This design comes from an exercise in tuning for small area and a short achievable clock period on the open sky130 flow, not from production work.
Function was checked by simulation only, so behaviour that the tests miss may differ from the original.

==> flow/design.v <==
module hd_calcu_4m(input [15:0] a,
                   output [4:0] hd
                  );
  wire c0, s0, c1, s1, c2, s2, c3, s3, c4, s4, c5, s5, c6, s6, c7, s7, c8, s8, c9, s9, c10, s10, c11, s11, c12, s12, c13, s13, c14, s14;
  ham_fa f0 (a[0], a[10], a[11], c0, s0);
  ham_fa f1 (a[12], a[13], a[14], c1, s1);
  ham_fa f2 (a[15], a[1], a[2], c2, s2);
  ham_fa f3 (a[3], a[4], a[5], c3, s3);
  ham_fa f4 (a[6], a[7], a[8], c4, s4);
  ham_fa f5 (a[9], s0, s1, c5, s5);
  ham_ha h6 (s2, s3, c6, s6);
  ham_fa f7 (s4, s6, s5, c7, s7);
  ham_fa f8 (c0, c1, c2, c8, s8);
  ham_fa f9 (c3, c4, c6, c9, s9);
  ham_ha h10 (c5, s8, c10, s10);
  ham_fa f11 (s9, s10, c7, c11, s11);
  ham_fa f12 (c8, c10, c9, c12, s12);
  ham_ha h13 (s12, c11, c13, s13);
  ham_ha h14 (c12, c13, c14, s14);
  assign hd[0] = s7;
  assign hd[1] = s11;
  assign hd[2] = s13;
  assign hd[3] = s14;
  assign hd[4] = c14;
endmodule
module ham_fa(input a, input b, input c, output co, output s);
  assign s  = a ^ b ^ c;
  assign co = (a & b) | (a & c) | (b & c);
endmodule
module ham_ha(input a, input b, output co, output s);
  assign s  = a ^ b;
  assign co = a & b;
endmodule
module ham(data_in, data_out, clk, resetn);
input [31:0] data_in;
input clk, resetn;
output reg [33:0] data_out;
wire p1 = data_out[1];
wire p0 = data_out[0];
wire [15:0] va, vb, vn;
genvar k;
generate
  for (k = 0; k < 16; k = k + 1) begin : pr
    ham_pair pp(data_in[2*k+1], data_in[2*k], data_out[2*k+3], data_out[2*k+2],
                va[k], vb[k], vn[k]);
  end
endgenerate
wire [4:0] A, B, N;
hd_calcu_4m ca(va, A);
hd_calcu_4m cb(vb, B);
hd_calcu_4m cn(vn, N);
function cout5;
  input [4:0] u, v;
  input c;
  reg cy;
  integer j;
  begin
    cy = c;
    for (j = 0; j < 5; j = j + 1)
      cy = (u[j] & v[j]) | (u[j] & cy) | (v[j] & cy);
    cout5 = cy;
  end
endfunction
wire [4:0] a8n = ~{A[4] | A[3], ~A[3], A[2:0]};
wire [4:0] rs, rc;
genvar m;
generate
  for (m = 0; m < 5; m = m + 1) begin : rw
    ham_fa f(B[m], a8n[m], N[m], rc[m], rs[m]);
  end
endgenerate
wire ie = A[4] | (A[3] & (~p1 | A[2] | A[1] | A[0]));
wire io = B[4] | (B[3] & (~(p1 & p0) | B[2] | B[1] | B[0])) |
          (~p1 & ~p0 & B[2] & B[1] & B[0]);
wire se = N[4] | (N[3] & (p0 | ~p1 | N[2] | N[1] | N[0])) |
          (p0 & ~p1 & N[2] & N[1] & N[0]);
wire so = rc[4] | cout5(rs, {rc[3:0], 1'b0}, ~p1);
wire is = cout5(A, ~N, ~p0);
wire eo = cout5(B, ~A, ~p0);
wire sel_i = ie & io & is;
wire sel_s = ~is & se & so;
wire sel_s1, sel_s0;
ham_sel ss1(is, se, so, sel_s1);
ham_sel ss0(is, se, so, sel_s0);
wire sel_e = ~ie & ~se & eo;
wire c1 = ~sel_i & ~sel_s;
wire c0 = ~sel_i & ~sel_e;
wire inv1 = ~sel_e;           
wire inv0 = sel_i | sel_e;    
wire [33:0] nxt;
assign nxt[1:0] = {c1, c0};
generate
  for (k = 0; k < 16; k = k + 1) begin : ob
    ham_obit o1(sel_s1, data_in[2*k],   data_in[2*k+1], inv1, nxt[2*k+3]);
    ham_obit o0(sel_s0, data_in[2*k+1], data_in[2*k],   inv0, nxt[2*k+2]);
  end
endgenerate
always @(posedge clk, negedge resetn)
begin
  if (!resetn)
    data_out <= 34'd0;
  else
    data_out <= nxt;
end
endmodule
module ham_sel(input is, input se, input so, output s);
  assign s = ~is & se & so;
endmodule
module ham_obit(input s, input u, input v, input inv, output o);
  assign o = s ? u : v ^ inv;
endmodule
module ham_pair(input d1, input d0, input q1, input q0,
                output a, output b, output n);
  wire y;
  ham_xor xa(d1, q1, a);
  ham_xor xb(d0, q0, b);
  ham_xor xy(q1, q0, y);
  ham_mxn mn(y, a, b, n);
endmodule
module ham_xor(input u, input v, output o);
  assign o = u ^ v;
endmodule
module ham_mxn(input s, input u, input v, output o);
  assign o = s ? u : ~v;
endmodule
==> flow/flow/run.sh <==
#!/bin/bash
set -euo pipefail
export BUFFER_PORTS_ARGS="-buffer_cell sky130_fd_sc_hd__buf_1"
bash standard.sh > standard.log 2>&1
==> flow/standard.sh <==
#!/bin/bash
# synth_recipe.tcl (not shown) runs the flow's synth.tcl, then flattens the netlist and writes it again
# the make line also repeats each setting of config.mk as NAME=value (left out here)
make -C /OpenROAD-flow-scripts/flow DESIGN_CONFIG=/design/flow/config.mk WORK_HOME=/design/flow/orfs CLKGATE_MAP_FILE= SYNTH_SCRIPT=/design/flow/synth_recipe.tcl "${@:-finish}"
==> flow/config.mk <==
export PLATFORM = sky130hd
export DESIGN_NAME = ham
export DESIGN_NICKNAME = ham
export VERILOG_FILES = /design/flow/design.v
export SDC_FILE = /design/flow/constraint.sdc
export NUM_CORES = 4
export LEC_CHECK = 0
export CAP_MARGIN = 20
export CORE_MARGIN = 2
export CORE_UTILIZATION = 70
export CTS_BUF_LIST = sky130_fd_sc_hd__clkbuf_8
export SETUP_SLACK_MARGIN = 5
export SLEW_MARGIN = 20
export SYNTH_HIERARCHICAL = 1
export SYNTH_MINIMUM_KEEP_SIZE = 0
==> flow/constraint.sdc <==
create_clock -name core_clock -period 12.5 [get_ports {clk}]
set_input_delay 2.5000 -clock core_clock [delete_from_list [all_inputs] [get_ports {clk}]]
set_output_delay 2.5000 -clock core_clock [all_outputs]
set_load 0.01 [all_outputs]
==> metrics.yaml, run 1 <==
yosysSeqAreaShare_pct: 25.0
synth_top_area_share_pct: 25.0
fin_tns_setup_ns: 0
dpl.hpwl_um: 5830
numPortBuffers: 67
clk_latency_ns: 0.29
hold_viol_final: 0
viasPerCell: 5.52
initial_core_util_pct: 72.2
slew_viol_final: 0
drt_iter0_markers: 141
dr.pass1.iters: 4
synthTopCellsByCount: "51 x nand2_1, 48 x o21ai_1, 48 x xor2_1"
grt_pass1_vias: 2527
grt_max_degree: 35
finalClockSkew_ns: 0.00562
gp_congestion: 0.946
grt_remaining_overflow: 0
drtAntennaViolNets: 0
synth_edf_count: 0
avgSynthCellArea_um2: 10.2
largest_reg_flops: 34
boundaryPins: 68
rsz0062_at_grt: "false"
reg_top3: "data_out x34"
worstPathArrival_ns: 7.38
grt_usage_pct: 29.7
cts_made_buffers: 5
nNetsFinal: 477
drc_errors: 0
ys.flop_type: "dfrtp_1"
syn_inst: 335
vias: 2539
synth.most_common_cell: "nand2_1"
finalWirelength_um: 7250
fmax_ghz: 0.140
die_area_um2: 5440
syn-cell-area_um2: 3410
status: "complete, no violations"
postSynthNetCount: 419
tightest_slew_ns: 0.873
synth_cell_type_count: 37
synth_warnings: 7
rows: 25
hp-class: "register to register"
core-area_um2: 4720
die_h_um: 73.8
cp-end-kind: "register"
final_layout_size_suffix_gt1_share_pct: 4.07
synth-async-reset-ratio_pct: 100
cap_violations: 0
clockBufferDepth: 2
cp_max_fo: 32
area_delta_synth_final_pct: 9.14
grt_pass1_wl_um: 12000
worst_ep_required_time_ns: 12.71
top_register: "data_out"
period_share_pct: 57.3
clock-root-buffer: "clkbuf_8"
antenna_found_initial: 0
cts_tree: "built"
synth_top_area_cell: "dfrtp_1"
die_w_um: 73.8
ys_ff_latch: 34
crit_type: "input port to register"
startpoint_type: "input port"
cts.clk_slew.worst_paths_ns: 0.07
htree_levels: 2
min_period_ns: 7.17
slew_headroom_pct: 41.8
yosys-top-cells-area: "dfrtp_1 25%, fa_1 22%, xor2_1 12%"
finalSetupViolations: 0
wl_per_cell_um: 15.8
diodes: 0
cts.sinks: 34
-- metrics by stage --
step	utilization [%]	worst slack [ns]	std cells	cell area, um^2	hold WS, ns
detailed placement	77.0	4.64	453	3630	0.848
global route	78.8	5.04	460	3720	0.931
floorplan	-	5.27	335	3420	0.748
finish	78.8	5.33	460	3720	0.867
global placement	77.0	4.87	453	3630	0.837
CTS	78.7	5.29	460	3720	0.866
-- routing by layer --
metal,up-vias,track usage (%),routed length [um]
met4,0,9.70,131
met3,14,5.35,334
met5,-,0,0
li1,1216,-,-
met1,1232,39.2,3120
met2,77,49.7,3670
-- Yosys stat by module (local to each module, per instance), excerpt --
module / cells inside / flops+latches / times used
hd_calcu_4m: 5 / 0 / 3
ham_fa: 1 / 0 / 38
ham: 92 / 34 / 1
ham_xor: 1 / 0 / 48
ham_mxn: 2 / 0 / 16
ham_ha: 1 / 0 / 12
ham_obit: 3 / 0 / 32
ham_sel: 1 / 0 / 2
-- logic make-up after synthesis --
logic type	share of synthesized area, %
buf+inv	4.96
xor+xnor	20.6
mux	0.294
fa+ha+maj	27.6
compound gates	12.6
flops	25.0
simple gates	9.03
-- placed cells by master, fill, tap and decap left out, types with 4 or more instances in the layout --
cell type / netlist / layout
clkbuf_8: 0 / 5
inv_1: 11 / 12
nor2_1: 4 / 4
dfrtp_1: 34 / 34
xnor2_1: 32 / 32
xor2_1: 48 / 48
ha_1: 12 / 12
buf_1: 0 / 66
fa_1: 38 / 38
o21ai_1: 48 / 48
nand2_1: 51 / 50
-- critical path: stages --
cell and delay (ns):
buf_1 0.16, xor2_1 0.29, nand2_1 0.08, o21ai_1 0.14
fa_1 0.49, fa_1 0.48, fa_1 0.40, fa_1 0.38
ha_1 0.19, ha_1 0.38, fa_1 0.56, o22ai_1 0.09
o31a_1 0.29, nand2_1 0.09, and3b_2 0.60, nand2_1 0.13
o21ai_1 0.11
-- timing repair --
item,CTS,global route
hold endpoints to repair,0,0
endpoints found under the setup margin,7,1
hold buffers,0,0
gates resized for setup,2,1
buffers inserted,0,0
-- layout make-up --
| cell class | count | area (um^2) |
|---|---|---|
| clock buffers | 5 | 68.8 |
| clock inverters | 2 | 11.3 |
| fillers | 329 | 1000 |
| inverters | 11 | 41.3 |
| multi-input cells | 273 | 2400 |
| flip-flops and latches | 34 | 851 |
| well taps | 67 | 83.8 |
| repair buffers | 68 | 260 |
-- final timing paths --
check                             startpoint      endpoint  slack [ns]  depth (start not counted)
max in group asynchronous             resetn   data_out[8]        9.64                          1
min in group asynchronous             resetn  data_out[19]        2.31                          1
worst min register to register   data_out[0]   data_out[1]        0.87                          3
worst max register to register  data_out[29]   data_out[4]        7.28                         16
worst max-delay path             data_in[27]   data_out[4]        5.33                         17
worst min-delay path             data_out[0]   data_out[1]        0.87                          3
==> run 2, diff against run 1 <==
--- a/flow/config.mk
+++ b/flow/config.mk
@@ -8,5 +8,5 @@
 export CAP_MARGIN = 20
 export CORE_MARGIN = 2
-export CORE_UTILIZATION = 70
+export CORE_UTILIZATION = 50
 export CTS_BUF_LIST = sky130_fd_sc_hd__clkbuf_8
 export SETUP_SLACK_MARGIN = 5
==> run 2 against run 1 <==
Compared with the run above: still clean; sequential share of layout area shrank 0.19 points; design area grew 0.84%; worst setup slack gained 0.079 ns; synthesized cell count is the same; die area grew 38%; first-iteration DRC count shrank 45%; critical path depth shrank 1.
==> metrics.yaml, run 2 <==
die_h_um: 86.6
grt_remaining_overflow: 0
viasPerCell: 5.14
min_to: "data_out[1]"
synth_cell_type_count: 37
ys.flop_type: "dfrtp_1"
area_delta_synth_final_pct: 10.1
final_cell_mix: "66 x buf_1, 50 x nand2_1, 48 x o21ai_1, 48 x xor2_1, 38 x fa_1"
synth-async-reset-ratio_pct: 100
cts.sinks: 34
fin_tns_setup_ns: 0
synth_top_area_share_pct: 25.0
drt_iter0_markers: 78
clockBufferDepth: 2
cts_made_buffers: 5
dr.pass1.iters: 4
core-area_um2: 6680
die_area_um2: 7490
yosysSeqAreaShare_pct: 25.0
final_util_pct: 56.1
drc_errors: 0
hp-class: "register to register"
status: "complete, no violations"
postCtsHoldBufs: 0
grt_pass1_vias: 2457
largest_reg_flops: 34
cp-end-kind: "register"
dp_cells: 466
grt_max_degree: 35
synth_edf_count: 0
worst_ep_required_time_ns: 12.66
hold_viol_final: 0
diodes: 0
instances_no_fill: 474
cts_tree: "built"
timing.hold.ws_ns: 0.954
clk_latency_ns: 0.30
slew_headroom_pct: 41.3
worstPathArrival_ns: 7.25
min_period_ns: 7.09
hp-start: "data_out[0]"
slew_viol_final: 0
synth_top_area_cell: "dfrtp_1"
finalWirelength_um: 7180
cts.clk_slew.worst_paths_ns: 0.07
finalSetupViolations: 0
dpl.hpwl_um: 5730
htree_levels: 2
tightest_slew_ns: 0.881
syn-cell-area_um2: 3410
syn_inst: 335
numPortBuffers: 67
crit_type: "input port to register"
synthTopCellsByCount: "51 x nand2_1, 48 x o21ai_1, 48 x xor2_1"
finalClockSkew_ns: 0.00978
startpoint_type: "input port"
layout_commonest_cell: "buf_1"
fmax_ghz: 0.141
grt_pass1_wl_um: 12200
boundaryPins: 68
rsz0062_at_grt: "false"
period_share_pct: 56.7
rows: 30
wl_per_cell_um: 15.1
multi_input_area_um2: 2400
ys_ff_latch: 34
final_layout_size_suffix_gt1_share_pct: 4.57
nNetsFinal: 477
grt_usage_pct: 21.2
reg_top3: "data_out x34"
gp_congestion: 0.872
holdPathStages: 3
cts_setup_buffers: 0
cp_max_fo: 18
cap_violations: 0
rrSetupSlack_ns: 7.36
regArea_um2: 851
synth.most_common_cell: "nand2_1"
r2r_end: "data_out[2]"
antenna_found_initial: 0
yosys-top-cells-area: "dfrtp_1 25%, fa_1 22%, xor2_1 12%"
die_w_um: 86.6
reg2reg_from: "data_out[26]"
reg2regPathDepth: 15
cts_resized: 0
n_fill_cell: 648
initial_core_util_pct: 51.0
synth_warnings: 7
clock-root-buffer: "clkbuf_8"
top_register: "data_out"
drtAntennaViolNets: 0
postSynthNetCount: 419
vias: 2436
avgSynthCellArea_um2: 10.2
-- run 2: how the worst max path moves through the flow --
| stage | start | to |
|---|---|---|
| global placement | data_in[24] | data_out[2] |
| floorplan | data_in[1] | data_out[10] |
| finish | data_in[24] | data_out[2] |
| CTS | data_in[0] | data_out[13] |
| global route | data_in[25] | data_out[3] |
| detailed placement | data_in[0] | data_out[9] |
-- run 2: area by class of cell --
class / instances / share of cell area, %
Clock buffer: 6 / 2.20
Clock inverter: 2 / 0.334
Inverter: 11 / 1.10
Multi-Input combinational cell: 273 / 64.1
Sequential cell: 34 / 22.7
Tap cell: 80 / 2.67
Timing Repair Buffer: 68 / 6.94
-- run 2: cell families (layout without fill, tap and decap cells) --
| logic type | count (synthesis) | in the layout | share of synthesized area, % |
|---|---|---|---|
| adders and majority gates | 53 | 53 | 27.6 |
| AOI/OAI and AO/OA | 70 | 70 | 12.6 |
| and+or+nand+nor | 69 | 69 | 9.03 |
| buffers and inverters | 28 | 87 | 4.96 |
| xor gates and xnor gates | 80 | 80 | 20.6 |
| muxes | 1 | 1 | 0.294 |
| DFF | 34 | 34 | 25.0 |
-- run 2: stage by stage --
stage,worst slack [ns],cell area [um^2]
2_1_floorplan,5.27,3420
3_3_place_gp,4.77,3650
3_5_place_dp,4.71,3650
4_1_cts,5.04,3750
5_1_grt,5.11,3750
6_report,5.41,3750
-- run 2: critical path, stage by stage --
cell	delay, ns
buf_1	0.15
xor2_1	0.28
o21ai_1	0.15
fa_1	0.58
fa_1	0.44
fa_1	0.40
fa_1	0.38
ha_1	0.19
ha_1	0.38
a41o_1	0.27
a221oi_4	0.34
o311ai_4	0.15
buf_4	0.26
nand2_2	0.48
xnor2_1	0.19
o21ai_1	0.08
-- run 2: metal layers --
| metal | wire length (um) | GRT usage, % | up-vias | part of all wire (%) |
|---|---|---|---|---|
| met1 | 3380 | 29.9 | 1147 | 47 |
| li1 | - | - | 1228 | - |
| met2 | 3450 | 33.9 | 50 | 48 |
| met5 | 0 | 0 | - | 0 |
| met3 | 234 | 3.62 | 11 | 3.3 |
| met4 | 114 | 6.11 | 0 | 1.6 |
-- run 2: Yosys stat by module (local to each module, per instance), a selection --
module	area, um^2	flops+latches	cells
ham_obit	17.5	0	3
ham_xor	8.76	0	1
ham_fa	20.0	0	1
hd_calcu_4m	37.5	0	5
ham	1250	34	92
ham_ha	12.5	0	1
ham_sel	8.76	0	1
ham_mxn	8.76	0	2
==> run 3, diff against run 2 <==
--- a/flow/config.mk
+++ b/flow/config.mk
@@ -8,5 +8,5 @@
 export CAP_MARGIN = 20
 export CORE_MARGIN = 2
-export CORE_UTILIZATION = 50
+export CORE_UTILIZATION = 60
 export CTS_BUF_LIST = sky130_fd_sc_hd__clkbuf_8
 export SETUP_SLACK_MARGIN = 5
==> run 3 against run 2 <==
Compared with the run above: utilization rose by 12 points; critical endpoint is now data_out[32]; largest cell class unchanged; clock skew fell by 0.0069 ns; highest routed layer unchanged.
==> metrics.yaml, run 3 <==
syn-cell-area_um2: 3410
cap_violations: 0
drtAntennaViolNets: 0
boundaryPins: 68
antenna_found_initial: 0
wl_per_cell_um: 15.8
cp-end-kind: "register"
nNetsFinal: 477
drc_errors: 0
hold_viol_final: 0
grt_usage_pct: 25.8
grt_remaining_overflow: 0
final_util_pct: 67.8
grtUsageMet2_pct: 44.7
multi_input_area_um2: 2400
finalWirelength_um: 7380
layout_commonest_cell: "buf_1"
viasPerCell: 5.38
grt_pass1_wl_um: 12300
synth_top_area_cell: "dfrtp_1"
synth_top_area_share_pct: 25.0
die_h_um: 79.4
grt_max_degree: 35
slew_viol_final: 0
dr.pass1.iters: 7
die_area_um2: 6300
instances_no_fill: 466
crit_type: "input port to register"
worst_ep_required_time_ns: 12.65
postCtsHoldBufs: 0
path_buf_inv: 1
area_delta_synth_final_pct: 9.58
synth-async-reset-ratio_pct: 100
use_met1_pct: 33.1
min_period_ns: 7.12
drt_iter0_markers: 63
status: "complete, no violations"
cts.sinks: 34
startpoint_type: "input port"
fin_tns_setup_ns: 0
yosys-top-cells-area: "dfrtp_1 25%, fa_1 22%, xor2_1 12%"
synthTopCellsByCount: "51 x nand2_1, 48 x o21ai_1, 48 x xor2_1"
final_layout_size_suffix_gt1_share_pct: 4.06
syn_inst: 335
cp_max_fo: 16
crit_top_cell: "fa_1"
final_cell_mix: "66 x buf_1, 51 x nand2_1, 48 x o21ai_1, 48 x xor2_1, 38 x fa_1"
fmax_ghz: 0.140
crit_family: "adder cells"
synth_cell_type_count: 37
regArea_um2: 851
cts_resized: 0
postSynthNetCount: 419
finalSetupViolations: 0
cts.clk_slew.worst_paths_ns: 0.07
clock-root-buffer: "clkbuf_8"
cts_made_buffers: 5
synth_edf_count: 0
n_fill_cell: 485
initial_core_util_pct: 61.9
diodes: 0
avgSynthCellArea_um2: 10.2
worstPathArrival_ns: 7.27
slowest_delay_ns: 0.75
largest_reg_flops: 34
die_w_um: 79.4
hp-class: "register to register"
clockBufferDepth: 2
crit_path_top_delay_cell: "nand2_1"
ys_ff_latch: 34
vias: 2508
cts_tree: "built"
period_share_pct: 56.9
gp_congestion: 0.895
path_cells: "buf_1, xor2_1, nand2_1, o21ai_1, fa_1, fa_1, fa_1, fa_1, ha_1, ha_1, a41o_1, a221oi_4, o311ai_4, nand2_1, xnor2_1, o21ai_1"
synth_warnings: 7
yosysSeqAreaShare_pct: 25.0
top_register: "data_out"
reg_top3: "data_out x34"
ys.flop_type: "dfrtp_1"
cts_setup_buffers: 0
rows: 27
grt_pass1_vias: 2595
tightest_slew_ns: 1.01
met3_usage_pct: 4.30
core-area_um2: 5510
rsz0062_at_grt: "false"
dp_cells: 458
clk_latency_ns: 0.29
finalClockSkew_ns: 0.00289
grt-busiest-layer: "met2"
synth.most_common_cell: "nand2_1"
numPortBuffers: 67
dpl.hpwl_um: 5820
slew_headroom_pct: 32.8
htree_levels: 2
==> run 3: final timing paths <==
| kind | from | end | slack (ns) | cells after the start |
|---|---|---|---|---|
| worst max-delay path | data_in[29] | data_out[32] | 5.38 | 16 |
| worst min-delay path | data_out[0] | data_out[1] | 0.91 | 3 |
| worst max register to register | data_out[31] | data_out[32] | 7.34 | 15 |
| worst min register to register | data_out[0] | data_out[1] | 0.91 | 3 |
| max in group asynchronous | resetn | data_out[11] | 9.63 | 1 |
| min in group asynchronous | resetn | data_out[15] | 2.31 | 1 |
==> run 3: final cells by class <==
cell class	count	area share (%)
Timing Repair Buffer	68	6.97
Inverter	11	1.11
Multi-Input combinational cell	273	64.3
Clock buffer	6	2.21
Sequential cell	34	22.8
Clock inverter	2	0.235
Tap cell	72	2.41
==> run 3: cell families after synthesis <==
family	after synthesis	synth area share, %
buffers and inverters	28	4.96
AO/OA/AOI/OAI	70	12.6
AND/OR/NAND/NOR	69	9.03
flip-flops	34	25.0
multiplexers	1	0.294
XOR/XNOR	80	20.6
adder cells (fa/ha/maj)	53	27.6
==> run 3: stage by stage <==
| step | hold slack [ns] | instance area, um^2 | worst slack [ns] |
|---|---|---|---|
| global route | 0.946 | 3730 | 5.05 |
| detailed placement | 0.870 | 3640 | 4.72 |
| floorplan | 0.748 | 3420 | 5.27 |
| CTS | 0.895 | 3730 | 5.06 |
| global placement | 0.890 | 3640 | 4.83 |
| finish | 0.907 | 3730 | 5.38 |
==> run 3: metal layers <==
layer	up-vias	share of wire (%)
li1	1226	-
met1	1211	45
met2	58	49
met3	13	3.2
met4	0	2.1
met5	-	0
==> run 3: modules after synthesis, one instance, submodules excluded, a selection <==
module       cells  copies in the design  flops+latches
ham             92                     1             34
hd_calcu_4m      5                     3              0
ham_obit         3                    32              0
ham_ha           1                    12              0
ham_xor          1                    48              0
ham_sel          1                     2              0
ham_mxn          2                    16              0
==> run 3: tightest hold or removal path, cell delays in order, from the launching register on <==
cell and delay, ns:
dfrtp_1 0.47, o21bai_1 0.15, a31oi_1 0.10, mux2i_1 0.15
==> run 4, diff against run 3 <==
==> flow/flow/run.sh (replaced) <==
#!/bin/bash
set -euo pipefail
export BUFFER_PORTS_ARGS="-buffer_cell sky130_fd_sc_hd__buf_1"
bash standard.sh RECOVER_POWER=100 finish > standard.log 2>&1
==> run 4 against run 3 <==
Compared with the run above: now fails the layout checks on max-capacitance violations, max-slew violations; flip-flop and latch count unchanged; first-iteration DRC count fell by 6.3%; area after synthesis unchanged; utilization fell by 0.68 points; worst hold slack lost 0.015 ns; sequential share of layout area is 0.23 points higher; clock skew increased by 0.0014 ns; register-to-register slack lost 0.34 ns; via count decreased by 1.3%; largest cell class unchanged.
==> metrics.yaml, run 4 <==
timing.hold.ws_ns: 0.891
cp-end-kind: "register"
tightest_slew_ns: 1.89
cts_made_buffers: 5
slowest_delay_ns: 0.89
viasPerCell: 5.31
largest_reg_flops: 34
initial_core_util_pct: 61.9
numPortBuffers: 67
n_fill_cell: 493
hp-class: "register to register"
yosysSeqAreaShare_pct: 25.0
status: "complete, but fails checks"
drt_iter0_markers: 59
reg_top3: "data_out x34"
avgSynthCellArea_um2: 10.2
dp_cells: 458
nNetsFinal: 477
path_buf_inv: 1
gp_congestion: 0.895
synth_warnings: 7
grt_max_degree: 35
synth_top_area_share_pct: 25.0
crit_path_top_delay_cell: "and3b_1"
yosys-top-cells-area: "dfrtp_1 25%, fa_1 22%, xor2_1 12%"
crit_family: "adder cells"
crit_type: "input port to register"
layout_commonest_cell: "buf_1"
finalSetupViolations: 0
cap_violations: 1
top_register: "data_out"
finalClockSkew_ns: 0.00432
dr.pass1.iters: 4
drtAntennaViolNets: 0
rows: 27
core-area_um2: 5510
syn-cell-area_um2: 3410
clock-root-buffer: "clkbuf_8"
diodes: 0
postPlaceCellArea_um2: 3640
postCtsHoldBufs: 0
cts.clk_slew.worst_paths_ns: 0.07
htree_levels: 2
wl_per_cell_um: 15.9
drc_errors: 0
die_area_um2: 6300
so_faults: "max-capacitance violations, max-slew violations"
postSynthNetCount: 419
rsz0062_at_grt: "false"
synth_top_area_cell: "dfrtp_1"
ys_ff_latch: 34
worst_ep_required_time_ns: 12.63
min_period_ns: 7.46
ys.flop_type: "dfrtp_1"
cts_resized: 0
final_layout_size_suffix_gt1_share_pct: 3.05
synthTopCellsByCount: "51 x nand2_1, 48 x o21ai_1, 48 x xor2_1"
boundaryPins: 68
final_cell_mix: "66 x buf_1, 51 x nand2_1, 48 x xor2_1, 38 x fa_1, 34 x dfrtp_1"
syn_inst: 335
antenna_found_initial: 0
slew_headroom_pct: -26.0
finalWirelength_um: 7420
cts_tree: "built"
dpl.hpwl_um: 5820
startpoint_type: "input port"
die_w_um: 79.4
die_h_um: 79.4
regArea_um2: 851
grt_pass1_vias: 2595
worstPathArrival_ns: 7.58
clockBufferDepth: 2
clk_latency_ns: 0.29
grt_remaining_overflow: 0
cts_setup_buffers: 0
final_util_pct: 67.1
path_cells: "buf_1, xor2_1, nand2_1, o21ai_0, fa_1, fa_1, fa_1, fa_1, ha_1, ha_1, fa_1, o22ai_1, o31a_1, nand2_1, and3b_1, o21ai_0"
grt_pass1_wl_um: 12300
slew_viol_final: 35
area_delta_synth_final_pct: 8.48
cts.sinks: 34
crit_top_cell: "fa_1"
grt_usage_pct: 25.8
vias: 2475
fmax_ghz: 0.134
hold_viol_final: 0
instances_no_fill: 466
period_share_pct: 59.7
synth.most_common_cell: "nand2_1"
multi_input_area_um2: 2360
fin_tns_setup_ns: 0
cp_max_fo: 32
fin_area_um2: 3700
synth-async-reset-ratio_pct: 100
synth_cell_type_count: 37
synth_edf_count: 0
-- run 4: cell counts after synthesis --
No cell type changed its count.
-- run 4: area by class of cell --
| class | count | area share, % |
|---|---|---|
| Tap cell | 72 | 2.44 |
| Inverter | 11 | 1.12 |
| Clock buffer | 6 | 2.23 |
| Timing Repair Buffer | 68 | 7.01 |
| Sequential cell | 34 | 23.0 |
| Multi-Input combinational cell | 273 | 64.0 |
| Clock inverter | 2 | 0.237 |
-- run 4: per-module statistics from Yosys, one instance, submodules excluded, excerpt --
| module | flip-flops and latches | cell area [um^2] | cells inside | copies in the design |
|---|---|---|---|---|
| ham | 34 | 1250 | 92 | 1 |
| hd_calcu_4m | 0 | 37.5 | 5 | 3 |
| ham_fa | 0 | 20.0 | 1 | 38 |
| ham_obit | 0 | 17.5 | 3 | 32 |
| ham_ha | 0 | 12.5 | 1 | 12 |
| ham_mxn | 0 | 8.76 | 2 | 16 |
| ham_sel | 0 | 8.76 | 1 | 2 |
| ham_xor | 0 | 8.76 | 1 | 48 |
-- run 4: cells by family after synthesis --
family | count (synthesis) | synth area share (%)
flops | 34 | 25.0
compound gates | 70 | 12.6
fa+ha+maj | 53 | 27.6
buf+inv | 28 | 4.96
simple gates | 69 | 9.03
xor+xnor | 80 | 20.6
mux | 1 | 0.294
-- run 4: worst paths after layout --
kind	endpoint	depth (start not counted)	from	slack (ns)
max	data_out[21]	16	data_in[29]	5.04
min	data_out[1]	3	data_out[0]	0.89
max reg2reg	data_out[21]	15	data_out[31]	7.00
min reg2reg	data_out[1]	3	data_out[0]	0.89
max in group asynchronous	data_out[0]	1	resetn	8.69
min in group asynchronous	data_out[15]	1	resetn	2.72
-- run 4: worst reg2reg max path, delay by kind of cell (launching register included) --
kind	cells	cell delay, ns
compound gates	4	0.73
xor+xnor	1	0.31
fa+ha+maj	7	2.83
flops	1	0.41
simple gates	3	1.06
-- run 4: metal layers --
layer	up-vias	wire length [um]	track usage, %
met2	62	3670	44.7
met5	-	0	0
met1	1176	3330	33.1
met4	0	146	8.45
met3	13	271	4.30
li1	1224	-	-
-- run 4: metrics by stage --
| step | setup slack (ns) |
|---|---|
| final | 5.04 |
| after detailed placement | 4.72 |
| after CTS | 5.06 |
| after floorplan | 5.27 |
| after global placement | 4.83 |
| after global routing | 4.59 |
==> run 5, diff against run 4 <==
==> flow/flow/run.sh (replaced) <==
#!/bin/bash
set -euo pipefail
export BUFFER_PORTS_ARGS="-buffer_cell sky130_fd_sc_hd__buf_1"
export CTS_ARGS="-sink_clustering_enable -repair_clock_nets -buf_list sky130_fd_sc_hd__clkbuf_8 -dont_use_dummy_load -sink_clustering_size 40 -sink_clustering_max_diameter 300"
bash standard.sh > standard.log 2>&1
==> run 5 against run 4 <==
Compared with the run above: now clean on timing, DRC and antenna; die area stayed put; fmax grew 4.8%; flip-flop and latch count did not move; via count rose by 1.3%; wire length decreased by 1.5%; critical endpoint is now data_out[32]; critical path depth is the same; area after synthesis unchanged; utilization grew 0.27 points; synthesized cell count stayed put; sequential share of layout area shrank 0.093 points; worst setup slack improved by 0.34 ns.
==> metrics.yaml, run 5 <==
status: "complete, no violations"
ys_ff_latch: 34
boundaryPins: 68
diodes: 0
tightest_slew_ns: 1.00
n_fill_cell: 485
cts.sinks: 34
fin_area_um2: 3710
startpoint_type: "input port"
grt_max_degree: 35
path_buf_inv: 1
initial_core_util_pct: 61.9
clk_latency_ns: 0.29
dpl.hpwl_um: 5820
path_cells: "buf_1, xor2_1, nand2_1, o21ai_1, fa_1, fa_1, fa_1, fa_1, ha_1, ha_1, a41o_1, a221oi_4, o311ai_4, nand2_1, xnor2_1, o21ai_1"
crit_path_top_delay_cell: "nand2_1"
postSynthNetCount: 419
finalSetupViolations: 0
yosysSeqAreaShare_pct: 25.0
grt_usage_pct: 25.5
cts_resized: 0
synthTopCellsByCount: "51 x nand2_1, 48 x o21ai_1, 48 x xor2_1"
grt_remaining_overflow: 0
ys.flop_type: "dfrtp_1"
cap_violations: 0
cts_made_buffers: 5
synth_top_area_share_pct: 25.0
final_layout_size_suffix_gt1_share_pct: 3.58
crit_type: "input port to register"
viasPerCell: 5.41
syn_inst: 335
hp-class: "register to register"
die_area_um2: 6300
slew_viol_final: 0
slew_headroom_pct: 32.8
numPortBuffers: 67
postPlaceCellArea_um2: 3640
clockBufferDepth: 2
synth_top_area_cell: "dfrtp_1"
drt_iter0_markers: 67
cp-end-kind: "register"
dr.pass1.iters: 7
crit_top_cell: "fa_1"
regArea_um2: 851
final_cell_mix: "66 x buf_1, 51 x nand2_1, 48 x o21ai_1, 48 x xor2_1, 38 x fa_1"
worstPathArrival_ns: 7.26
slowest_delay_ns: 0.75
hold_viol_final: 0
reg2reg_from: "data_out[31]"
die_h_um: 79.4
holdPathStages: 3
reg_top3: "data_out x34"
rsz0062_at_grt: "false"
nNetsFinal: 477
hp-start: "data_out[0]"
rrSetupSlack_ns: 7.35
synth_edf_count: 0
cts.clk_slew.worst_paths_ns: 0.07
final_util_pct: 67.4
grt_pass1_vias: 2575
drtAntennaViolNets: 0
multi_input_area_um2: 2400
die_w_um: 79.4
cp_max_fo: 16
synth_warnings: 7
syn-cell-area_um2: 3410
finalWirelength_um: 7310
fmax_ghz: 0.140
wl_per_cell_um: 15.8
yosys-top-cells-area: "dfrtp_1 25%, fa_1 22%, xor2_1 12%"
htree_levels: 2
vias: 2507
reg2regPathDepth: 15
crit_family: "adder cells"
synth-async-reset-ratio_pct: 100
core-area_um2: 5510
period_share_pct: 56.9
clock-root-buffer: "clkbuf_8"
area_delta_synth_final_pct: 8.92
antenna_found_initial: 0
avgSynthCellArea_um2: 10.2
min_period_ns: 7.12
r2r_end: "data_out[32]"
finalClockSkew_ns: 0.00793
rows: 27
cts_tree: "built"
fin_tns_setup_ns: 0
postCtsHoldBufs: 0
grt_pass1_wl_um: 12200
synth.most_common_cell: "nand2_1"
largest_reg_flops: 34
synth_cell_type_count: 37
top_register: "data_out"
gp_congestion: 0.895
min_to: "data_out[1]"
cts_setup_buffers: 0
drc_errors: 0
worst_ep_required_time_ns: 12.65
layout_commonest_cell: "buf_1"
[run 5: metrics by stage]
| stage | cells | hold slack, ns | setup slack (ns) |
|---|---|---|---|
| floorplan | 335 | 0.748 | 5.27 |
| global placement | 458 | 0.890 | 4.83 |
| detailed placement | 458 | 0.870 | 4.72 |
| CTS | 463 | 0.893 | 5.04 |
| global route | 463 | 0.944 | 5.05 |
| finish | 463 | 0.907 | 5.38 |
[run 5: tightest hold or removal path, delay by kind of cell (launching register included)]
family	cells	cell delay, ns
AOI/OAI and AO/OA	2	0.25
DFF	1	0.47
muxes	1	0.14
[run 5: cells by family after synthesis]
logic type      count (synthesis)  synth area share [%]
compound gates                 70                  12.6
xor+xnor                       80                  20.6
fa+ha+maj                      53                  27.6
buf+inv                        28                  4.96
flops                          34                  25.0
mux                             1                 0.294
simple gates                   69                  9.03
[run 5: worst max path at each step]
stage                startpoint            to  slack [ns]  cells after the start
floorplan            data_in[1]  data_out[10]        5.27                     14
global placement    data_in[27]   data_out[6]        4.83                     16
detailed placement  data_in[29]   data_out[4]        4.72                     16
CTS                 data_in[29]  data_out[27]        5.04                     17
global route        data_in[29]  data_out[28]        5.05                     16
finish              data_in[29]  data_out[32]        5.38                     16
[run 5: routing by layer]
layer	vias to the layer above	wire [um]	GRT usage [%]
li1	1222	-	-
met1	1213	3320	32.8
met2	60	3580	44.4
met3	12	266	4.30
met4	0	148	7.24
met5	-	0	0
[run 5: final cells by class]
cell class              instances  area share (%)
well taps                      72            2.43
repair buffers                 68            7.01
flip-flops and latches         34            22.9
multi-input cells             273            64.7
clock buffers                   5            1.85
inverters                      11            1.11
[run 5: per-module statistics from Yosys (local to each module, per instance), excerpt]
| module | copies in the design | flops+latches | area, um^2 | cells |
|---|---|---|---|---|
| ham_xor | 48 | 0 | 8.76 | 1 |
| ham_fa | 38 | 0 | 20.0 | 1 |
| ham_mxn | 16 | 0 | 8.76 | 2 |
| hd_calcu_4m | 3 | 0 | 37.5 | 5 |
| ham_sel | 2 | 0 | 8.76 | 1 |
| ham_obit | 32 | 0 | 17.5 | 3 |
| ham | 1 | 34 | 1250 | 92 |
| ham_ha | 12 | 0 | 12.5 | 1 |
==> run 6, diff against run 5 <==
==> flow/flow/run.sh (replaced) <==
#!/bin/bash
set -euo pipefail
export BUFFER_PORTS_ARGS="-buffer_cell sky130_fd_sc_hd__buf_1"
export CTS_ARGS="-sink_clustering_enable -repair_clock_nets -root_buf sky130_fd_sc_hd__clkbuf_8 -buf_list sky130_fd_sc_hd__clkbuf_4 -dont_use_dummy_load"
bash standard.sh > standard.log 2>&1
==> run 6 against run 5 <==
Compared with the run above: clock skew unchanged; utilization unchanged; flip-flop and latch count unchanged; worst hold slack unchanged; synthesized cell count unchanged; via count unchanged; die area unchanged; global-route usage unchanged; sequential share of layout area unchanged; worst setup slack unchanged; critical path type unchanged; critical endpoint unchanged.
==> metrics.yaml, run 6 <==
yosysSeqAreaShare_pct: 25.0
holdPathStages: 3
clock-root-buffer: "clkbuf_8"
min_to: "data_out[1]"
synth-async-reset-ratio_pct: 100
reg2reg_from: "data_out[31]"
diodes: 0
cts_resized: 0
cts.clk_slew.worst_paths_ns: 0.07
cp_max_fo: 16
tightest_slew_ns: 1.00
boundaryPins: 68
final_layout_size_suffix_gt1_share_pct: 3.58
hp-start: "data_out[0]"
grt_remaining_overflow: 0
status: "complete, no violations"
area_delta_synth_final_pct: 8.92
dpl.hpwl_um: 5820
htree_levels: 2
final_cell_mix: "66 x buf_1, 51 x nand2_1, 48 x o21ai_1, 48 x xor2_1, 38 x fa_1"
numPortBuffers: 67
reg_top3: "data_out x34"
synth_warnings: 7
syn-cell-area_um2: 3410
reg2regPathDepth: 15
fin_tns_setup_ns: 0
avgSynthCellArea_um2: 10.2
startpoint_type: "input port"
synthTopCellsByCount: "51 x nand2_1, 48 x o21ai_1, 48 x xor2_1"
fmax_ghz: 0.140
ys.flop_type: "dfrtp_1"
cts_tree: "built"
hold_viol_final: 0
dr.pass1.iters: 7
postSynthNetCount: 419
die_area_um2: 6300
core-area_um2: 5510
die_w_um: 79.4
grt_pass1_vias: 2575
cp-end-kind: "register"
crit_type: "input port to register"
cap_violations: 0
cts_made_buffers: 5
largest_reg_flops: 34
antenna_found_initial: 0
finalClockSkew_ns: 0.00793
synth_top_area_share_pct: 25.0
die_h_um: 79.4
instances_no_fill: 463
layout_commonest_cell: "buf_1"
clockBufferDepth: 2
drc_errors: 0
synth_edf_count: 0
nNetsFinal: 477
finalWirelength_um: 7310
min_period_ns: 7.12
drtAntennaViolNets: 0
finalSetupViolations: 0
slew_viol_final: 0
postCtsHoldBufs: 0
dp_cells: 458
gp_congestion: 0.895
rsz0062_at_grt: "false"
slew_headroom_pct: 32.8
initial_core_util_pct: 61.9
rrSetupSlack_ns: 7.35
worstPathArrival_ns: 7.26
syn_inst: 335
ys_ff_latch: 34
timing.hold.ws_ns: 0.907
grt_max_degree: 35
hp-class: "register to register"
period_share_pct: 56.9
synth.most_common_cell: "nand2_1"
top_register: "data_out"
drt_iter0_markers: 67
grt_pass1_wl_um: 12200
synth_top_area_cell: "dfrtp_1"
worst_ep_required_time_ns: 12.65
cts_setup_buffers: 0
clk_latency_ns: 0.29
synth_cell_type_count: 37
vias: 2507
r2r_end: "data_out[32]"
viasPerCell: 5.41
wl_per_cell_um: 15.8
cts.sinks: 34
grt_usage_pct: 25.5
yosys-top-cells-area: "dfrtp_1 25%, fa_1 22%, xor2_1 12%"
rows: 27
-- run 6: cell counts in the layout (fill, tap and decap cells not counted) --
No cell type changed its count.
-- run 6: worst max-delay path by stage --
stage,end,start,slack (ns),depth (start not counted)
after floorplan,data_out[10],data_in[1],5.27,14
after global placement,data_out[6],data_in[27],4.83,16
after detailed placement,data_out[4],data_in[29],4.72,16
after CTS,data_out[27],data_in[29],5.04,17
after global routing,data_out[28],data_in[29],5.05,16
final,data_out[32],data_in[29],5.38,16
-- run 6: cells by family (layout without fill, tap and decap cells) --
kind of cell | Yosys count | after routing | share of synthesized area [%]
AOI/OAI and AO/OA | 70 | 70 | 12.6
DFF | 34 | 34 | 25.0
adders and majority gates | 53 | 53 | 27.6
muxes | 1 | 1 | 0.294
and+or+nand+nor | 69 | 69 | 9.03
xor gates and xnor gates | 80 | 80 | 20.6
buffers and inverters | 28 | 84 | 4.96
-- run 6: area by class of cell --
type / instances / area [um^2]
Clock buffer: 5 / 68.8
Fill cell: 485 / 1790
Inverter: 11 / 41.3
Multi-Input combinational cell: 273 / 2400
Sequential cell: 34 / 851
Tap cell: 72 / 90.1
Timing Repair Buffer: 68 / 260
-- run 6: per-module statistics from Yosys (local to each module, per instance), excerpt --
module	flip-flops and latches	cell area, um^2
ham	34	1250
hd_calcu_4m	0	37.5
ham_mxn	0	8.76
ham_ha	0	12.5
ham_fa	0	20.0
ham_sel	0	8.76
-- run 6: worst max-delay path: stages --
cell      delay (ns)
buf_1           0.16
xor2_1          0.31
nand2_1         0.09
o21ai_1         0.13
fa_1            0.48
fa_1            0.47
fa_1            0.39
fa_1            0.37
ha_1            0.19
ha_1            0.38
a41o_1          0.27
a221oi_4        0.33
o311ai_4        0.15
nand2_1         0.75
xnor2_1         0.21
o21ai_1         0.08
-- run 6: metrics by stage --
| stage | setup slack [ns] | instance area, um^2 | util (%) |
|---|---|---|---|
| after floorplan | 5.27 | 3420 | - |
| after global placement | 4.83 | 3640 | 66.1 |
| after detailed placement | 4.72 | 3640 | 66.1 |
| after CTS | 5.04 | 3710 | 67.4 |
| after global routing | 5.05 | 3710 | 67.4 |
| final | 5.38 | 3710 | 67.4 |
-- run 6: routing by layer --
| metal | track usage (%) | routed length (um) | vias up |
|---|---|---|---|
| met2 | 44.4 | 3580 | 60 |
| met1 | 32.8 | 3320 | 1213 |
| li1 | - | - | 1222 |
| met5 | 0 | 0 | - |
| met4 | 7.24 | 148 | 0 |
| met3 | 4.30 | 266 | 12 |
==> run 7, diff against run 6 <==
==> flow/flow/run.sh (replaced) <==
#!/bin/bash
set -euo pipefail
export BUFFER_PORTS_ARGS="-buffer_cell sky130_fd_sc_hd__buf_1"
export CTS_ARGS="-sink_clustering_enable -repair_clock_nets -buf_list sky130_fd_sc_hd__clkbuf_8 -dont_use_dummy_load"
bash standard.sh SETUP_SLACK_MARGIN=5.5 finish > standard.log 2>&1
==> run 7 against run 6 <==
Compared with the run above: first-iteration DRC count up 81%; clock skew up 0.0021 ns; utilization up 2.8 points; flip-flop and latch count unchanged; wire length up 9.1%; fmax up 3.9%; via count up 0.76%; worst hold slack worse by 0.0011 ns; critical path depth up 1; die area unchanged.
==> metrics.yaml, run 7 <==
drtAntennaViolNets: 0
worst_ep_required_time_ns: 12.67
postSynthNetCount: 419
drt_iter0_markers: 121
grt_pass1_wl_um: 12200
fin_area_um2: 3870
postCtsHoldBufs: 0
startpoint_type: "input port"
fin_tns_setup_ns: 0
final_layout_size_suffix_gt1_share_pct: 9.82
cp_max_fo: 8
n_fill_cell: 448
grt_pass1_vias: 2536
htree_levels: 2
synth_edf_count: 0
period_share_pct: 54.8
cts.clk_slew.worst_paths_ns: 0.07
instances_no_fill: 469
synth_compound_area_share_pct: 12.6
cap_violations: 0
area_delta_synth_final_pct: 13.5
syn_inst: 335
yosys-top-cells-area: "dfrtp_1 25%, fa_1 22%, xor2_1 12%"
grt_remaining_overflow: 0
yosysSeqAreaShare_pct: 25.0
r2r_end: "data_out[21]"
clk_latency_ns: 0.29
synth_top_family_by_area: "adder cells"
tightest_slew_ns: 0.884
die_w_um: 79.4
fmax_ghz: 0.146
avgSynthCellArea_um2: 10.2
pre_cts_ws_ns: 5.09
rows: 27
rrSetupSlack_ns: 7.51
reg_top3: "data_out x34"
min_period_ns: 6.85
holdPathStages: 3
min_to: "data_out[1]"
finalClockSkew_ns: 0.0100
nNetsFinal: 483
slew_viol_final: 0
largest_reg_flops: 34
worstPathArrival_ns: 7.02
layout_commonest_cell: "buf_1"
synth_warnings: 7
crit_type: "input port to register"
vias: 2526
slowest_delay_ns: 0.55
cts.sinks: 34
ys.flop_type: "dfrtp_1"
numPortBuffers: 67
drc_errors: 0
path_cells: "buf_1, xor2_2, buf_4, fa_1, fa_1, fa_1, fa_1, ha_1, inv_1, fa_1, and2_1, maj3_1, o21ai_0, nand2_2, and3b_2, nand2_1, o21ai_1"
clock-root-buffer: "clkbuf_8"
cts_tree: "built"
die_area_um2: 6300
top_register: "data_out"
yosys.area_share.simple_pct: 9.03
gp_congestion: 0.927
hold_viol_final: 0
die_h_um: 79.4
crit_top_cell: "fa_1"
boundaryPins: 68
postPlaceCellArea_um2: 3650
synth_cell_type_count: 37
viasPerCell: 5.39
synth-adder-area-share_pct: 27.6
synth_top_area_cell: "dfrtp_1"
final_cell_mix: "61 x buf_1, 49 x nand2_1, 48 x o21ai_1, 39 x xor2_1, 38 x fa_1"
grt_usage_pct: 25.4
hp-class: "register to register"
synth-async-reset-ratio_pct: 100
wl_per_cell_um: 17.0
rsz0062_at_grt: "false"
dpl.hpwl_um: 5740
hp-start: "data_out[0]"
setup_slack_ns: 5.65
muxShareOfSynthArea_pct: 0.294
reg2regPathDepth: 16
diodes: 0
slew_headroom_pct: 41.1
cp-end-kind: "register"
finalWirelength_um: 7980
dr.pass1.iters: 5
clockBufferDepth: 2
synth.most_common_cell: "nand2_1"
crit_path_top_delay_cell: "fa_1"
status: "complete, no violations"
initial_core_util_pct: 61.9
antenna_found_initial: 0
syn-cell-area_um2: 3410
ys_ff_latch: 34
synthTopCellsByCount: "51 x nand2_1, 48 x o21ai_1, 48 x xor2_1"
synth_top_area_share_pct: 25.0
synth-xor-area-share_pct: 20.6
reg2reg_from: "data_out[3]"
finalSetupViolations: 0
core-area_um2: 5510
grt_max_degree: 35
cts_made_buffers: 5
dp_cells: 458
## run 7: cell counts after synthesis
Identical to the previous run, type by type.
## run 7: worst max path at each step
stage	cells past startpoint	to	start
floorplan	14	data_out[10]	data_in[1]
global placement	16	data_out[10]	data_in[0]
detailed placement	16	data_out[6]	data_in[0]
CTS	15	data_out[19]	data_in[0]
global route	17	data_out[15]	data_in[29]
finish	17	data_out[21]	data_in[1]
## run 7: layer usage
layer | GRT usage, % | part of all wire (%) | vias to the layer above
met1 | 34.5 | 46 | 1216
met3 | 3.39 | 4.2 | 12
li1 | - | - | 1227
met4 | 8.45 | 2.2 | 0
met2 | 42.4 | 48 | 71
met5 | 0 | 0 | -
## run 7: cell families (layout without fill, tap and decap cells)
family | after synthesis | in the layout
buf+inv | 28 | 86
flops | 34 | 34
compound gates | 70 | 70
fa+ha+maj | 53 | 53
simple gates | 69 | 73
mux | 1 | 1
xor+xnor | 80 | 80
## run 7: through the flow
stage	utilization (%)	hold WS [ns]
2_1_floorplan	-	0.748
3_3_place_gp	66.2	0.901
3_5_place_dp	66.2	0.885
4_1_cts	67.6	0.907
5_1_grt	70.3	0.954
6_report	70.3	0.905
## run 7: worst max-delay path, delay by kind of cell
family | cells | cell delay [ns]
buf+inv | 3 | 0.40
fa+ha+maj | 7 | 2.93
xor+xnor | 1 | 0.18
compound gates | 2 | 0.20
simple gates | 4 | 0.81
## run 7: what timing repair did
item / CTS / global route
gates cloned: 0 / 4
pin swaps: 0 / 5
endpoints found under the setup margin: 32 / 32
buffers inserted: 0 / 2
resized for setup: 1 / 26
## run 7: modules after synthesis, one instance, submodules excluded, excerpt
module       flops+latches  cells  cell area [um^2]  times used
hd_calcu_4m              0      5              37.5           3
ham_mxn                  0      2              8.76          16
ham_fa                   0      1              20.0          38
ham_xor                  0      1              8.76          48
ham_sel                  0      1              8.76           2
ham_ha                   0      1              12.5          12
ham_obit                 0      3              17.5          32
## run 7: layout make-up
class / instances / area (um^2) / share of cell area (%)
Multi-Input combinational cell: 277 / 2540 / 65.6
Sequential cell: 34 / 851 / 22.0
Timing Repair Buffer: 70 / 282 / 7.28
Tap cell: 72 / 90.1 / 2.33
Clock buffer: 5 / 68.8 / 1.78
Inverter: 11 / 41.3 / 1.07
==> run 8, diff against run 7 <==
==> flow/flow/run.sh (replaced) <==
#!/bin/bash
set -euo pipefail
export BUFFER_PORTS_ARGS="-buffer_cell sky130_fd_sc_hd__buf_1"
export CTS_ARGS="-sink_clustering_enable -repair_clock_nets -buf_list sky130_fd_sc_hd__clkbuf_8 -dont_use_dummy_load"
bash standard.sh SETUP_SLACK_MARGIN=6.0 finish > standard.log 2>&1
==> run 8 against run 7 <==
Compared with the run above: non-clock buffer count is 15 higher; critical path depth is 3 higher; register-to-register slack better by 0.19 ns; wire length is 12% higher; design area is 13% higher; first-iteration DRC count is 12% higher; worst setup slack better by 0.18 ns.
==> metrics.yaml, run 8 <==
status: "complete, no violations"
final_cell_mix: "49 x buf_1, 40 x nand2_1, 37 x o21ai_1, 34 x dfrtp_1, 32 x xnor2_1"
grt-busiest-layer: "met2"
boundaryPins: 68
nNetsFinal: 499
dpl.hpwl_um: 5700
cts.clk_slew.worst_paths_ns: 0.06
fmax_ghz: 0.150
hp-start: "data_out[0]"
cts_made_buffers: 5
worst_ep_required_time_ns: 12.65
clock-root-buffer: "clkbuf_8"
regArea_um2: 851
drc_errors: 0
viasPerCell: 5.56
grtUsageMet2_pct: 52.9
postCtsHoldBufs: 0
finalClockSkew_ns: 0.0140
diodes: 0
largest_reg_flops: 34
hold_viol_final: 0
reg2reg_from: "data_out[25]"
synth_top_area_share_pct: 25.0
dr.pass1.iters: 4
ys_ff_latch: 34
grt_remaining_overflow: 0
drt_iter0_markers: 135
die_w_um: 79.4
synth_warnings: 7
worstPathArrival_ns: 6.82
hp-class: "register to register"
area_delta_synth_final_pct: 28.6
wl_per_cell_um: 18.4
grt_pass1_wl_um: 14300
layout_commonest_cell: "buf_1"
crit_type: "input port to register"
avgSynthCellArea_um2: 10.2
grt_usage_pct: 30.5
synth.most_common_cell: "nand2_1"
yosys-top-cells-area: "dfrtp_1 25%, fa_1 22%, xor2_1 12%"
gp_congestion: 0.952
numPortBuffers: 67
n_fill_cell: 350
use_met1_pct: 39.7
core-area_um2: 5510
rows: 27
clockBufferDepth: 2
die_h_um: 79.4
cts.sinks: 34
reg_top3: "data_out x34"
syn-cell-area_um2: 3410
grt_pass1_vias: 2930
yosysSeqAreaShare_pct: 25.0
synth_cell_type_count: 37
slew_headroom_pct: 41.0
synthTopCellsByCount: "51 x nand2_1, 48 x o21ai_1, 48 x xor2_1"
startpoint: "data_in[1]"
cp_max_fo: 3
die_area_um2: 6300
cp-end-kind: "register"
antenna_found_initial: 0
synth-async-reset-ratio_pct: 100
initial_core_util_pct: 61.9
multi_input_area_um2: 2880
ys.flop_type: "dfrtp_1"
syn_inst: 335
grt_max_degree: 35
slew_viol_final: 0
synth_top_area_cell: "dfrtp_1"
finalSetupViolations: 0
fin_tns_setup_ns: 0
htree_levels: 2
startpoint_type: "input port"
min_period_ns: 6.67
cts_tree: "built"
vias: 2698
cap_violations: 0
finalWirelength_um: 8930
met3_usage_pct: 3.73
rsz0062_at_grt: "true"
tightest_slew_ns: 0.885
period_share_pct: 53.4
drtAntennaViolNets: 0
final_util_pct: 79.6
top_register: "data_out"
synth_edf_count: 0
postSynthNetCount: 419
clk_latency_ns: 0.29
final_layout_size_suffix_gt1_share_pct: 28.6
[run 8: metrics by stage]
stage / hold slack [ns] / std cells / instance area (um^2) / setup slack, ns
2_1_floorplan: 0.748 / 335 / 3610 / 5.70
3_3_place_gp: 0.872 / 458 / 3820 / 5.41
3_5_place_dp: 0.859 / 458 / 3820 / 5.32
4_1_cts: 0.878 / 484 / 4240 / 5.99
5_1_grt: 0.933 / 485 / 4380 / 5.74
6_report: 0.910 / 485 / 4380 / 5.83
[run 8: cells by family after synthesis]
family	share of synthesized area [%]
xor+xnor	20.6
compound gates	12.6
fa+ha+maj	27.6
simple gates	9.03
buf+inv	4.96
mux	0.294
flops	25.0
[run 8: area by class of cell]
type | count | area share (%)
inverter | 11 | 0.942
timing repair buffer | 85 | 10.3
clock buffer | 5 | 1.57
tap | 72 | 2.06
multi-input combinational | 278 | 65.8
sequential | 34 | 19.4
[run 8: repair_timing]
| item | 4_1_cts | 5_1_grt |
|---|---|---|
| resized for setup | 48 | 32 |
| buffers inserted | 16 | 1 |
| pin swaps | 33 | 17 |
| cloned | 5 | 0 |
| setup endpoints to repair | 32 | 33 |
| hold endpoints to repair | 0 | 0 |
[run 8: worst paths after layout]
check | endpoint | slack (ns) | cells past startpoint
setup / recovery | data_out[1] | 5.83 | 20
hold / removal | data_out[1] | 0.91 | 3
setup reg to reg | data_out[1] | 7.70 | 19
hold reg to reg | data_out[1] | 0.91 | 3
max in group asynchronous | data_out[28] | 9.62 | 1
min in group asynchronous | data_out[11] | 2.32 | 1
[run 8: routing by layer]
layer | up-vias | share of wire (%)
li1 | 1260 | -
met1 | 1332 | 42
met2 | 90 | 51
met3 | 16 | 4.6
met4 | 0 | 1.9
met5 | - | 0
[run 8: modules after synthesis (local to each module, per instance), excerpt]
module,cell area (um^2),cells
ham_sel,8.76,1
hd_calcu_4m,37.5,5
ham_xor,8.76,1
ham_obit,17.5,3
ham,1250,92
ham_ha,12.5,1
ham_fa,20.0,1
ham_mxn,8.76,2
[run 8: worst max-delay path: stages]
cell	delay, ns
buf_8	0.10
xor2_2	0.17
buf_4	0.14
fa_1	0.54
fa_1	0.45
fa_2	0.36
fa_2	0.39
ha_4	0.28
inv_2	0.05
fa_1	0.57
and2_1	0.16
maj3_2	0.20
o21ai_2	0.08
buf_4	0.14
buf_4	0.12
buf_4	0.12
buf_4	0.12
buf_4	0.12
a21oi_1	0.12
mux2i_1	0.09
==> run 9, diff against run 8 <==
==> flow/flow/run.sh (replaced) <==
#!/bin/bash
set -euo pipefail
export BUFFER_PORTS_ARGS="-buffer_cell sky130_fd_sc_hd__buf_1"
export CTS_ARGS="-sink_clustering_enable -repair_clock_nets -buf_list sky130_fd_sc_hd__clkbuf_8 -dont_use_dummy_load"
bash standard.sh > standard.log 2>&1
==> run 9 against run 8 <==
Compared with the run above: final cell count decreased by 4.5%; fmax decreased by 6.3%; worst setup slack got worse by 0.45 ns; critical path type unchanged; critical endpoint is now data_out[32].
==> metrics.yaml, run 9 <==
status: "complete, no violations"
worst_ep_required_time_ns: 12.65
cap_violations: 0
clk_latency_ns: 0.29
startpoint_type: "input port"
path_buf_inv: 1
postPlaceCellArea_um2: 3640
drtAntennaViolNets: 0
cts_made_buffers: 5
drc_errors: 0
synth_cell_type_count: 37
htree_levels: 2
finalClockSkew_ns: 0.00793
synthTopCellsByCount: "51 x nand2_1, 48 x o21ai_1, 48 x xor2_1"
synth-async-reset-ratio_pct: 100
setup_slack_ns: 5.38
yosysSeqAreaShare_pct: 25.0
min_period_ns: 7.12
ys.flop_type: "dfrtp_1"
area_delta_synth_final_pct: 8.92
yosys-top-cells-area: "dfrtp_1 25%, fa_1 22%, xor2_1 12%"
synth_warnings: 7
rows: 27
avgSynthCellArea_um2: 10.2
vias: 2507
die_w_um: 79.4
viasPerCell: 5.41
synth_edf_count: 0
syn-cell-area_um2: 3410
finalWirelength_um: 7310
grt_usage_pct: 25.5
postSynthNetCount: 419
gp_congestion: 0.895
grt_remaining_overflow: 0
slew_viol_final: 0
largest_reg_flops: 34
wl_per_cell_um: 15.8
rsz0062_at_grt: "false"
top_register: "data_out"
cts_tree: "built"
final_util_pct: 67.4
initial_core_util_pct: 61.9
slowest_delay_ns: 0.75
cp_max_fo: 16
crit_type: "input port to register"
cts.clk_slew.worst_paths_ns: 0.07
synth_top_area_share_pct: 25.0
syn_inst: 335
grt_pass1_vias: 2575
die_h_um: 79.4
diodes: 0
cp-end-kind: "register"
ys_ff_latch: 34
fmax_ghz: 0.140
numPortBuffers: 67
path_cells: "buf_1, xor2_1, nand2_1, o21ai_1, fa_1, fa_1, fa_1, fa_1, ha_1, ha_1, a41o_1, a221oi_4, o311ai_4, nand2_1, xnor2_1, o21ai_1"
reg_top3: "data_out x34"
drt_iter0_markers: 67
period_share_pct: 56.9
cts_resized: 0
final_cell_mix: "66 x buf_1, 51 x nand2_1, 48 x o21ai_1, 48 x xor2_1, 38 x fa_1"
slew_headroom_pct: 32.8
dpl.hpwl_um: 5820
postCtsHoldBufs: 0
boundaryPins: 68
core-area_um2: 5510
hp-class: "register to register"
finalSetupViolations: 0
grt_max_degree: 35
fin_tns_setup_ns: 0
crit_family: "adder cells"
hold_viol_final: 0
dr.pass1.iters: 7
nNetsFinal: 477
synth.most_common_cell: "nand2_1"
antenna_found_initial: 0
fin_area_um2: 3710
die_area_um2: 6300
final_layout_size_suffix_gt1_share_pct: 3.58
pre_cts_ws_ns: 4.72
crit_path_top_delay_cell: "nand2_1"
layout_commonest_cell: "buf_1"
tightest_slew_ns: 1.00
cts.sinks: 34
grt_pass1_wl_um: 12200
synth_top_area_cell: "dfrtp_1"
cts_setup_buffers: 0
worstPathArrival_ns: 7.26
clockBufferDepth: 2
crit_top_cell: "fa_1"
clock-root-buffer: "clkbuf_8"
-- run 9: cell counts after synthesis --
Identical to the previous run, type by type.
-- run 9: area by class of cell --
cell class,instances,area (um^2)
clock buffer,5,68.8
tap,72,90.1
sequential,34,851
multi-input combinational,273,2400
inverter,11,41.3
fill,485,1790
timing repair buffer,68,260
-- run 9: final timing paths --
| kind | start | end | slack, ns | depth (start not counted) |
|---|---|---|---|---|
| hold / removal | data_out[0] | data_out[1] | 0.91 | 3 |
| setup reg to reg | data_out[31] | data_out[32] | 7.35 | 15 |
| setup / recovery | data_in[29] | data_out[32] | 5.38 | 16 |
| max in group asynchronous | resetn | data_out[11] | 9.62 | 1 |
| min in group asynchronous | resetn | data_out[15] | 2.32 | 1 |
| hold reg to reg | data_out[0] | data_out[1] | 0.91 | 3 |
-- run 9: worst register-to-register path, cell delays in order (launching register included) --
cell	delay [ns]
dfrtp_1	0.41
xor2_1	0.31
nand2_1	0.09
o21ai_1	0.13
fa_1	0.48
fa_1	0.47
fa_1	0.39
fa_1	0.37
ha_1	0.19
ha_1	0.38
a41o_1	0.27
a221oi_4	0.33
o311ai_4	0.15
nand2_1	0.75
xnor2_1	0.22
o21ai_1	0.08
-- run 9: kinds of logic (layout without fill, tap and decap cells) --
group | count (synthesis) | in the layout | share of synthesized area (%)
buffers and inverters | 28 | 84 | 4.96
DFF | 34 | 34 | 25.0
and+or+nand+nor | 69 | 69 | 9.03
xor gates and xnor gates | 80 | 80 | 20.6
muxes | 1 | 1 | 0.294
AOI/OAI and AO/OA | 70 | 70 | 12.6
adders and majority gates | 53 | 53 | 27.6
-- run 9: Yosys stat by module, one instance, submodules excluded, a selection --
module,flops+latches,cell area (um^2),cells
ham_fa,0,20.0,1
ham_xor,0,8.76,1
ham_obit,0,17.5,3
hd_calcu_4m,0,37.5,5
ham_ha,0,12.5,1
ham_mxn,0,8.76,2
ham_sel,0,8.76,1
ham,34,1250,92
-- run 9: through the flow --
step / instances / hold slack (ns)
after floorplan: 335 / 0.748
after global placement: 458 / 0.890
after detailed placement: 458 / 0.870
after CTS: 463 / 0.893
after global routing: 463 / 0.944
final: 463 / 0.907
-- run 9: layer usage --
| metal | GRT usage, % | wire [um] | up-vias |
|---|---|---|---|
| met2 | 44.4 | 3580 | 60 |
| met4 | 7.24 | 148 | 0 |
| li1 | - | - | 1222 |
| met5 | 0 | 0 | - |
| met1 | 32.8 | 3320 | 1213 |
| met3 | 4.30 | 266 | 12 |

[port drivers added, routing unchanged]
The flow's constraints put no driver on any port. The routed layouts listed below were extracted and timed again, unchanged, in two steps.
Step 1 assumes that a clkbuf_16 drives the clock port and a buf_2 every other input.
Step 2 times the ports against the registers' clock, not the clock port: input delays grow and output delays shrink by t, the midpoint of the rising clock arrivals with the driver on.
Three values: no drivers, after step 1, after step 2; two values: the first two.
| run | t, ns | slack for setup (ns) | hold slack, ns | slew at the worst register clock pin (ns) | worst slew at a driven data input, ns |
|---|---|---|---|---|---|
| run 1 | 0.317 | 5.332 / 5.339 / 5.022 | 0.866 / 0.866 / 0.866 | 0.07 / 0.07 | 0.03 |
| run 2 | 0.319 | 5.411 / 5.417 / 5.098 | 0.954 / 0.954 / 0.954 | 0.08 / 0.08 | 0.03 |
| run 3 | 0.317 | 5.382 / 5.390 / 5.074 | 0.907 / 0.907 / 0.907 | 0.07 / 0.07 | 0.03 |
| run 4 | 0.317 | 5.042 / 5.050 / 4.733 | 0.891 / 0.891 / 0.891 | 0.07 / 0.07 | 0.03 |
| run 5 | 0.310 | 5.382 / 5.390 / 5.080 | 0.907 / 0.907 / 0.907 | 0.07 / 0.07 | 0.03 |
| run 6 | 0.310 | 5.382 / 5.390 / 5.080 | 0.907 / 0.907 / 0.907 | 0.07 / 0.07 | 0.03 |
| run 7 | 0.317 | 5.649 / 5.658 / 5.341 | 0.905 / 0.905 / 0.905 | 0.07 / 0.07 | 0.03 |
| run 8 | 0.313 | 5.831 / 5.816 / 5.503 | 0.910 / 0.910 / 0.910 | 0.08 / 0.08 | 0.06 |
| run 9 | 0.310 | 5.382 / 5.390 / 5.080 | 0.907 / 0.907 / 0.907 | 0.07 / 0.07 | 0.03 |
The setup slack of run 8, which loses most, moves by -0.015 ns with the drivers and by -0.328 ns with both steps.
